This design comes from an exercise in tuning for small area and a short achievable clock period on the open sky130 flow, not from production work.
RTL that was checked went through simulation tests only; none was proved equivalent to the original.
No driver is modelled on the clock port, so clocking that relies on it looks cheaper here than on a real chip.
No activity file was given, so power comes from the tool's default toggle rates.

==> flow/design.v (excerpt) <==
module booth_recoded_multiplier(clk, reset, multiplicand, multiplier, prod);
  input clk, reset;
  input [11:0] multiplicand, multiplier;
  output reg [23:0] prod;
  reg [11:0] A, B;
  wire [23:0] X, Y, P;
  wire p1;
  wire p2;
  wire p3;
  wire p4;
  wire p5;
  wire p6;
  wire p7;
  wire p8;
  wire p9;
  wire p10;
  wire p11;
  wire p12;
  wire p13;
  wire p14;
  wire p15;
  wire p16;
  wire p17;
  wire p18;
  wire p19;
  wire p20;
  wire p21;
  wire p22;
  wire p23;
  wire p24;
  wire p25;
  wire p26;
  wire p27;
  wire p28;
  wire p29;
  wire p30;
  wire p31;
  wire p32;
  wire p33;
  wire p34;
  wire p35;
  wire p36;
  wire p37;
  wire p38;
  wire p39;
  wire p40;
  wire p41;
  wire p42;
  wire p43;
  wire p44;
  wire p45;
  wire p46;
  wire p47;
  wire p48;
  wire p49;
  wire p50;
  wire p51;
  wire p52;
  wire p53;
  wire p54;
  wire p55;
  wire p56;
  wire p57;
  wire p58;
  wire p59;
  wire p60;
  wire p61;
  wire p62;
  wire p63;
  wire p64;
  wire p65;
  wire p66;
  wire p67;
  wire p68;
  wire p69;
  wire p70;
  wire p71;
  wire p72;
  wire p73;
  wire p74;
  wire p75;
  wire p76;
  wire p77;
  wire p78;
  wire p79;
  wire p80;
  wire p81;
  wire p82;
  wire p83;
  wire p84;
  wire p85;
  wire p86;
  wire p87;
  wire p88;
  wire p89;
  wire p90;
  wire p91;
  wire p92;
  wire p93;
  wire p94;
  wire p95;
  wire p96;
  wire p97;
  wire p98;
  wire p99;
  wire p100;
  wire p101;
  wire p102;
  wire p103;
  wire p104;
  wire p105;
  wire p106;
  wire p107;
  wire p108;
  wire p109;
  wire p110;
  wire p111;
  wire p112;
  wire p113;
  wire p114;
  wire p115;
  wire p116;
  wire p117;
  wire p118;
  wire p119;
  wire p120;
  wire p121;
  wire p122;
  wire p123;
  wire p124;
  wire p125;
  wire p126;
  wire p127;
  wire p128;
  wire p129;
  wire p130;
  wire p131;
  wire p132;
  wire p133;
  wire p134;
  wire p135;
  wire p136;
  wire p137;
  wire p138;
  wire p139;
  wire p140;
  wire p141;
  wire p142;
  wire p143;
  wire p144;
  wire hs145;
  wire hc146;
  wire fs147;
  wire fc148;
  wire hs149;
  wire hc150;
  wire fs151;
  wire fc152;
  wire fs153;
  wire fc154;
  wire hs155;
  wire hc156;
  wire fs157;
  wire fc158;
  wire fs159;
  wire fc160;
  wire fs161;
  wire fc162;
  wire hs163;
  wire hc164;
  wire fs165;
  wire fc166;
  wire fs167;
  wire fc168;
  wire fs169;
  wire fc170;
  wire fs171;
  wire fc172;
  wire hs173;
  wire hc174;
  ...
clock: 8.5 ns
lec_check: 0
cap_margin: 20
core_margin: 2
core_utilization: 70
hold_slack_margin: 0.1
slew_margin: 20
synth_hierarchical: 1
synth_minimum_keep_size: 0
standard.sh (not shown) runs the stock make flow with config.mk's settings and CLKGATE_MAP_FILE= SYNTH_SCRIPT=/design/flow/synth_recipe.tcl, a recipe that flattens the netlist after the stock synthesis.
==> flow/flow/run.sh <==
#!/bin/bash
set -euo pipefail
export BUFFER_PORTS_ARGS="-buffer_cell sky130_fd_sc_hd__buf_1"
export CTS_ARGS="-sink_clustering_enable -repair_clock_nets -dont_use_dummy_load"
bash standard.sh synth floorplan place cts > log_make_to_cts.txt 2>&1

R=orfs/results/${FLOW_PLATFORM}/booth_recoded_multiplier/base
mkdir -p skew
cp $R/4_cts.odb skew/4_cts_noskew.odb
export SKEW_SDC=$R/4_cts.sdc
export SKEW_LIB=$FLOW_HOME/platforms/${FLOW_PLATFORM}/lib/sky130_fd_sc_hd__tt_025C_1v80.lib
export SKEW_RC=$FLOW_HOME/platforms/${FLOW_PLATFORM}/setRC.tcl
chains=(
  "clkdlybuf4s50_1 clkbuf_16"
  "clkdlybuf4s50_1 clkdlybuf4s25_1 clkbuf_16"
  "clkdlybuf4s50_1 clkdlybuf4s50_1 clkbuf_16"
  "clkdlybuf4s50_1 clkdlybuf4s50_1 clkbuf_1 clkbuf_16"
  "clkdlybuf4s50_1 clkdlybuf4s50_1 clkbuf_2 clkbuf_16"
  "clkdlybuf4s50_1 clkdlybuf4s50_1 clkbuf_2 clkbuf_2 clkbuf_16"
  "clkdlybuf4s50_1 clkdlybuf4s50_1 clkdlybuf4s15_1 clkbuf_16"
  "clkdlybuf4s50_1 clkdlybuf4s50_1 clkdlybuf4s18_1 clkbuf_16"
  "clkdlybuf4s50_1 clkdlybuf4s50_1 clkdlybuf4s25_1 clkbuf_16"
  "clkdlybuf4s50_1 clkdlybuf4s50_1 clkdlybuf4s50_1 clkbuf_16"
)
# bases: the placed design as CTS left it, and after setup repair towards tighter targets
cp skew/4_cts_noskew.odb skew/base_0.odb
for m in 3.8 3.95; do
  ( REPAIR_IN=skew/4_cts_noskew.odb REPAIR_OUT=skew/base_$m.odb REPAIR_MARGIN=$m \
      openroad -no_splash -exit flow/repair.tcl > skew/repair_$m.log 2>&1 || true ) &
done
wait
n=0
for base in 0 3.8 3.95; do
  [ -f skew/base_$base.odb ] || continue
  for up in 0 1; do
    for ch in "${chains[@]}"; do
      ( SKEW_IN=skew/base_$base.odb SKEW_UPAB=$up SKEW_THR=1.4 SKEW_CHAIN="$ch" \
          SKEW_OUT=skew/try_$n.odb openroad -no_splash -exit flow/skew_apply.tcl > skew/try_$n.log 2>&1 || true ) &
      echo "try_$n base=$base" >> skew/trials.txt
      n=$((n + 1))
      while [ "$(jobs -rp | wc -l)" -ge "${NUM_CORES:-4}" ]; do sleep 0.5; done
    done
  done
done
wait
best=$(grep -H SKEW_RESULT skew/try_*.log | sed -E 's/^skew\/try_([0-9]+)\.log:.*setup_after=([^ ]+) hold_after=([^ ]+) clkslew=([^ ]+) area=([^ ]+).*/\1 \2 \3 \4 \5/' \
  | awk -v p=$FLOW_PERIOD_NS '$4 < 0.100 {printf "%s %.2f %.4f\n", $1, (p - $2*1e9) * $5, $3*1e9}' \
  | sort -k2,2g | awk 'NR==1{top=$2} $2<=top*1.002' | sort -k3,3gr | head -1 | cut -d' ' -f1)
grep -h SKEW_RESULT skew/try_*.log > skew/results.txt || true
if [ -n "$best" ] && [ -f skew/try_$best.odb ]; then
  echo "chosen: try_$best $(grep SKEW_RESULT skew/try_$best.log)" >> skew/results.txt
  cp skew/try_$best.odb $R/4_cts.odb
fi
rm -f skew/try_*.odb skew/base_*.odb
bash standard.sh route finish > log_make_route_finish.txt 2>&1
Other scripts of this flow, unchanged in this note and not shown: flow/flow/repair.tcl, flow/flow/skew_apply.tcl
The starting point produced a clean layout.
Rerun with:
HOLD_SLACK_MARGIN = default   (was 0.1)
After rerunning: The changed run finished but failed the layout checks on negative hold slack. Die area stays the same. Clock skew rises by 0.0042 ns. Setup slack degrades by 0.017 ns. Non-clock buffer count decreases by 3. Hold slack is worse by 0.12 ns. Wire length decreases by a few percent. Fmax came out lower slightly. Cell area is lower slightly. Count of clock-buffer cells in the layout stays the same. Cell count fell slightly.
Rerun with:
CORE_UTILIZATION = 80   (was 70)
HOLD_SLACK_MARGIN = 0.1   (was default)
=> With this change the flow completed without violations. Sequential power stays flat. Sequential cell count stays the same. Synthesized area stays the same. Clock-buffer cell count fell by 1. Via count increases by 6.5%. Core utilization increases by 11 points. Setup slack is worse by 0.066 ns. Global-route usage rose by 6.7 points. Total power climbs by 1.8%. Clock skew fell by 0.058 ns. Sequential share of layout area barely changes.

---

booth_recoded_multiplier, a different RTL version from the one above (not shown whole).
Size in the first run: roughly 470 cells after synthesis, ~48 flip-flops, ~50 I/O pins, about 5000 µm² of cells after synthesis.
Settings: LEC_CHECK=0, CAP_MARGIN=20, CORE_MARGIN=2, CORE_UTILIZATION=70, SLEW_MARGIN=20, SYNTH_HIERARCHICAL=1, SYNTH_MINIMUM_KEEP_SIZE=0; clock period 8.5 ns.
==> flow/flow/run.sh <==
#!/bin/bash
# Standard layout, with each port buffered by the smallest buffer instead of the default.
set -euo pipefail
export BUFFER_PORTS_ARGS="-buffer_cell sky130_fd_sc_hd__buf_1"
bash standard.sh > flow_make.log 2>&1
The starting point went through all stages and came out clean.
Then changed:
==> flow/run.sh (new file) <==
#!/bin/bash
# synth_recipe.tcl (not shown) runs the flow's synth.tcl, then flattens the netlist and writes it again
# the make line also repeats each setting of config.mk as NAME=value (left out here)
make -C /OpenROAD-flow-scripts/flow DESIGN_CONFIG=/design/flow/config.mk WORK_HOME=/design/flow/orfs CLKGATE_MAP_FILE= SYNTH_SCRIPT=/design/flow/synth_recipe.tcl finish
--- a/flow/config.mk
+++ b/flow/config.mk
@@ -8,5 +8,6 @@
 export CAP_MARGIN = 20
 export CORE_MARGIN = 2
-export CORE_UTILIZATION = 70
+export CORE_UTILIZATION = 60
+export SETUP_SLACK_MARGIN = 4.0
 export SLEW_MARGIN = 20
 export SYNTH_HIERARCHICAL = 1
removed: flow/flow/run.sh
removed: flow/standard.sh
Result: The new run passed the timing, DRC and antenna checks. Final cell count came out higher by about a fifth. Sequential cell count stays the same. Clock-buffer cell count came out higher by 2. Via count came out higher by roughly a tenth. Setup slack gets better by 380 ps.
No run of this note included a check of the RTL's function; only the layout flow was run.

---

RTL: one of the versions met above, not the one the previous note started from.
Size in the first run: ~470 cells after synthesis, roughly 50 I/O pins, ~5000 um^2 of cells after synthesis.
clock: 8.5 ns
lec_check: 0
cap_margin: 20
core_margin: 2
core_utilization: 75
hold_slack_margin: 0.05
slew_margin: 20
synth_hierarchical: 1
synth_minimum_keep_size: 0
==> flow/flow/run.sh <==
#!/bin/bash
set -euo pipefail
export BUFFER_PORTS_ARGS="-buffer_cell sky130_fd_sc_hd__buf_1"
export CTS_ARGS="-sink_clustering_enable -repair_clock_nets -dont_use_dummy_load"
bash standard.sh synth floorplan place cts > log_make_to_cts.txt 2>&1

R=orfs/results/${FLOW_PLATFORM}/booth_recoded_multiplier/base
mkdir -p skew
cp $R/4_cts.odb skew/4_cts_noskew.odb
export SKEW_SDC=$R/4_cts.sdc
export SKEW_LIB=$FLOW_HOME/platforms/${FLOW_PLATFORM}/lib/sky130_fd_sc_hd__tt_025C_1v80.lib
export SKEW_RC=$FLOW_HOME/platforms/${FLOW_PLATFORM}/setRC.tcl
chains=(
  "clkdlybuf4s50_1 clkbuf_16"
  "clkdlybuf4s50_1 clkdlybuf4s25_1 clkbuf_16"
  "clkdlybuf4s50_1 clkdlybuf4s50_1 clkbuf_16"
  "clkdlybuf4s50_1 clkdlybuf4s50_1 clkbuf_1 clkbuf_16"
  "clkdlybuf4s50_1 clkdlybuf4s50_1 clkbuf_2 clkbuf_16"
  "clkdlybuf4s50_1 clkdlybuf4s50_1 clkbuf_1 clkbuf_1 clkbuf_16"
  "clkdlybuf4s50_1 clkdlybuf4s50_1 clkbuf_2 clkbuf_2 clkbuf_16"
  "clkdlybuf4s50_1 clkdlybuf4s50_1 clkbuf_2 clkbuf_2 clkbuf_2 clkbuf_16"
  "clkdlybuf4s50_1 clkdlybuf4s50_1 clkdlybuf4s15_1 clkbuf_16"
  "clkdlybuf4s50_1 clkdlybuf4s50_1 clkdlybuf4s25_1 clkbuf_16"
  "clkdlybuf4s50_1 clkdlybuf4s50_1 clkdlybuf4s50_1 clkbuf_16"
)
# bases: the placed design as CTS left it, and after setup repair towards tighter targets
cp skew/4_cts_noskew.odb skew/base_0.odb
for m in 3.8; do
  ( REPAIR_IN=skew/4_cts_noskew.odb REPAIR_OUT=skew/base_$m.odb REPAIR_MARGIN=$m \
      openroad -no_splash -exit flow/repair.tcl > skew/repair_$m.log 2>&1 || true ) &
done
wait
n=0
for base in 0 3.8; do
  [ -f skew/base_$base.odb ] || continue
  for up in 0 1; do
   for split in 0 3; do
    for ch in "${chains[@]}"; do
      ( SKEW_IN=skew/base_$base.odb SKEW_HOLDFIX=0.05 SKEW_UPAB=$up SKEW_SPLIT=$split SKEW_SPLITCELL=clkbuf_8 SKEW_THR=1.4 SKEW_CHAIN="$ch" \
          SKEW_OUT=skew/try_$n.odb openroad -no_splash -exit flow/skew_apply.tcl > skew/try_$n.log 2>&1 || true ) &
      n=$((n + 1))
      while [ "$(jobs -rp | wc -l)" -ge "${NUM_CORES:-4}" ]; do sleep 0.5; done
    done
   done
  done
done
wait
best=$(grep -H SKEW_RESULT skew/try_*.log | sed -E 's/^skew\/try_([0-9]+)\.log:.*setup_after=([^ ]+) hold_after=([^ ]+) clkslew=([^ ]+) area=([^ ]+) sr2r=([^ ]+) sout=([^ ]+).*/\1 \2 \3 \4 \5 \6 \7/' \
  | awk -v p=$FLOW_PERIOD_NS '$4 < 0.100 { s = $2*1e9; r = $6 - 0.12; if (r < s) s = r; if ($7 < s) s = $7;
        printf "%s %.2f %.4f\n", $1, (p - s) * $5, $3*1e9 }' \
  | sort -k2,2g | awk 'NR==1{top=$2} $2<=top*1.002' | sort -k3,3gr | head -1 | cut -d' ' -f1)
grep -h SKEW_RESULT skew/try_*.log > skew/results.txt || true
if [ -n "$best" ] && [ -f skew/try_$best.odb ]; then
  echo "chosen: try_$best $(grep SKEW_RESULT skew/try_$best.log)" >> skew/results.txt
  cp skew/try_$best.odb $R/4_cts.odb
fi
rm -f skew/try_*.odb skew/base_*.odb
bash standard.sh route finish > log_make_route_finish.txt 2>&1
Other scripts of this flow, unchanged in this note and not shown: flow/flow/repair.tcl, flow/flow/skew_apply.tcl
The starting point went through all stages and came out clean.
==> next run, changes <==
- CORE_UTILIZATION: 75 -> 65
Effect: The new run completed with no timing, DRC or antenna violations; first-iteration DRC count drops by 20%; non-clock buffer count climbs by 5; power decreases by 2.5%; clock power climbs by about 5%; sequential power hardly moves; combinational power fell by about 4%.
==> next run, changes <==
--- a/flow/flow/run.sh
+++ b/flow/flow/run.sh
@@ -22,2 +22,4 @@
   "clkdlybuf4s50_1 clkdlybuf4s50_1 clkdlybuf4s15_1 clkbuf_16"
+  "clkdlybuf4s50_1 clkdlybuf4s50_1 clkdlybuf4s15_1 clkbuf_1 clkbuf_16"
+  "clkdlybuf4s50_1 clkdlybuf4s50_1 clkdlybuf4s18_1 clkbuf_1 clkbuf_16"
   "clkdlybuf4s50_1 clkdlybuf4s50_1 clkdlybuf4s25_1 clkbuf_16"
@@ -48,3 +50,3 @@
 best=$(grep -H SKEW_RESULT skew/try_*.log | sed -E 's/^skew\/try_([0-9]+)\.log:.*setup_after=([^ ]+) hold_after=([^ ]+) clkslew=([^ ]+) area=([^ ]+) sr2r=([^ ]+) sout=([^ ]+).*/\1 \2 \3 \4 \5 \6 \7/' \
-  | awk -v p=$FLOW_PERIOD_NS '$4 < 0.100 { s = $2*1e9; r = $6 - 0.12; if (r < s) s = r; if ($7 < s) s = $7;
+  | awk -v p=$FLOW_PERIOD_NS '$4 < 0.100 { s = $2*1e9; r = $6 - 0.16; if (r < s) s = r; if ($7 < s) s = $7;
         printf "%s %.2f %.4f\n", $1, (p - s) * $5, $3*1e9 }' \
- CORE_UTILIZATION: 65 -> 70
Routed wire length is lower by a few percent.
Non-clock buffer count is lower by 5.
Final cell count is lower slightly.
Global-route usage is higher by 2.7 points.
==> next run, changes <==
--- a/flow/flow/run.sh
+++ b/flow/flow/run.sh
@@ -22,4 +22,2 @@
   "clkdlybuf4s50_1 clkdlybuf4s50_1 clkdlybuf4s15_1 clkbuf_16"
-  "clkdlybuf4s50_1 clkdlybuf4s50_1 clkdlybuf4s15_1 clkbuf_1 clkbuf_16"
-  "clkdlybuf4s50_1 clkdlybuf4s50_1 clkdlybuf4s18_1 clkbuf_1 clkbuf_16"
   "clkdlybuf4s50_1 clkdlybuf4s50_1 clkdlybuf4s25_1 clkbuf_16"
@@ -50,3 +48,3 @@
 best=$(grep -H SKEW_RESULT skew/try_*.log | sed -E 's/^skew\/try_([0-9]+)\.log:.*setup_after=([^ ]+) hold_after=([^ ]+) clkslew=([^ ]+) area=([^ ]+) sr2r=([^ ]+) sout=([^ ]+).*/\1 \2 \3 \4 \5 \6 \7/' \
-  | awk -v p=$FLOW_PERIOD_NS '$4 < 0.100 { s = $2*1e9; r = $6 - 0.16; if (r < s) s = r; if ($7 < s) s = $7;
+  | awk -v p=$FLOW_PERIOD_NS '$4 < 0.100 { s = $2*1e9; r = $6 - 0.12; if (r < s) s = r; if ($7 < s) s = $7;
         printf "%s %.2f %.4f\n", $1, (p - s) * $5, $3*1e9 }' \
After rerunning: Non-clock buffer count does not change. Worst hold slack is unchanged. Power is unchanged. Design area is unchanged. Routed wire length stays the same.

port drivers added, routing unchanged:
In the flow no input, the clock included, has a driving cell. The finished layouts below were timed again as built, in two steps. Step 1 (the two cells are an assumption about what drives the block):
set clk [get_ports {clk}]
set_driving_cell -lib_cell sky130_fd_sc_hd__clkbuf_16 $clk
set_driving_cell -lib_cell sky130_fd_sc_hd__buf_2 [delete_from_list [all_inputs] $clk]
Step 2, shift: input delay + t, output delay - t, t = (earliest + latest rising clock arrival at the registers) / 2. This alone moves slack from input paths to output paths. a / b / c = ideal / step 1 / step 2; a / b = the first two.
| run | t, ns | slack for setup (ns) | hold slack, ns | worst setup path at the end | latest minus earliest clock arrival (ns) | pins driven straight from the clock port |
|---|---|---|---|---|---|---|
| the first run of note 1 | 0.874 | 4.871 / 4.838 / 4.877 | 0.083 / 0.083 / 0.083 | register to register | 1.159 / 1.159 | 1 |
| the second run of note 1 | 0.878 | 4.855 / 4.822 / 4.882 | -0.039 / -0.039 / -0.039 | register to register | 1.163 / 1.163 | 1 |
| the third run of note 1 | 0.855 | 4.789 / 4.789 / 4.789 | 0.043 / 0.043 / 0.043 | register to register | 1.104 / 1.105 | 1 |
| the first run of note 2 | 0.329 | 3.632 / 3.632 / 3.632 | 0.781 / 0.781 / 0.781 | register to register | 0.009 / 0.009 | 1 |
| the second run of note 2 | 0.335 | 4.014 / 4.014 / 4.014 | 0.602 / 0.602 / 0.602 | register to register | 0.006 / 0.005 | 1 |
| the first run of note 3 | 0.774 | 4.959 / 4.913 / 4.957 | 0.078 / 0.079 / 0.079 | register to register | 1.172 / 1.170 | 4 |
| the second run of note 3 | 0.782 | 4.948 / 4.891 / 4.976 | 0.099 / 0.100 / 0.100 | register to register | 1.197 / 1.196 | 4 |
| the third run of note 3 | 0.788 | 4.950 / 4.909 / 4.948 | 0.079 / 0.081 / 0.081 | register to register | 1.194 / 1.192 | 4 |
| the fourth run of note 3 | 0.788 | 4.950 / 4.909 / 4.948 | 0.079 / 0.081 / 0.081 | register to register | 1.194 / 1.192 | 4 |
Clock arrivals are far apart in 7 of these runs, so t is only a midpoint there and step 2 fits no single register.
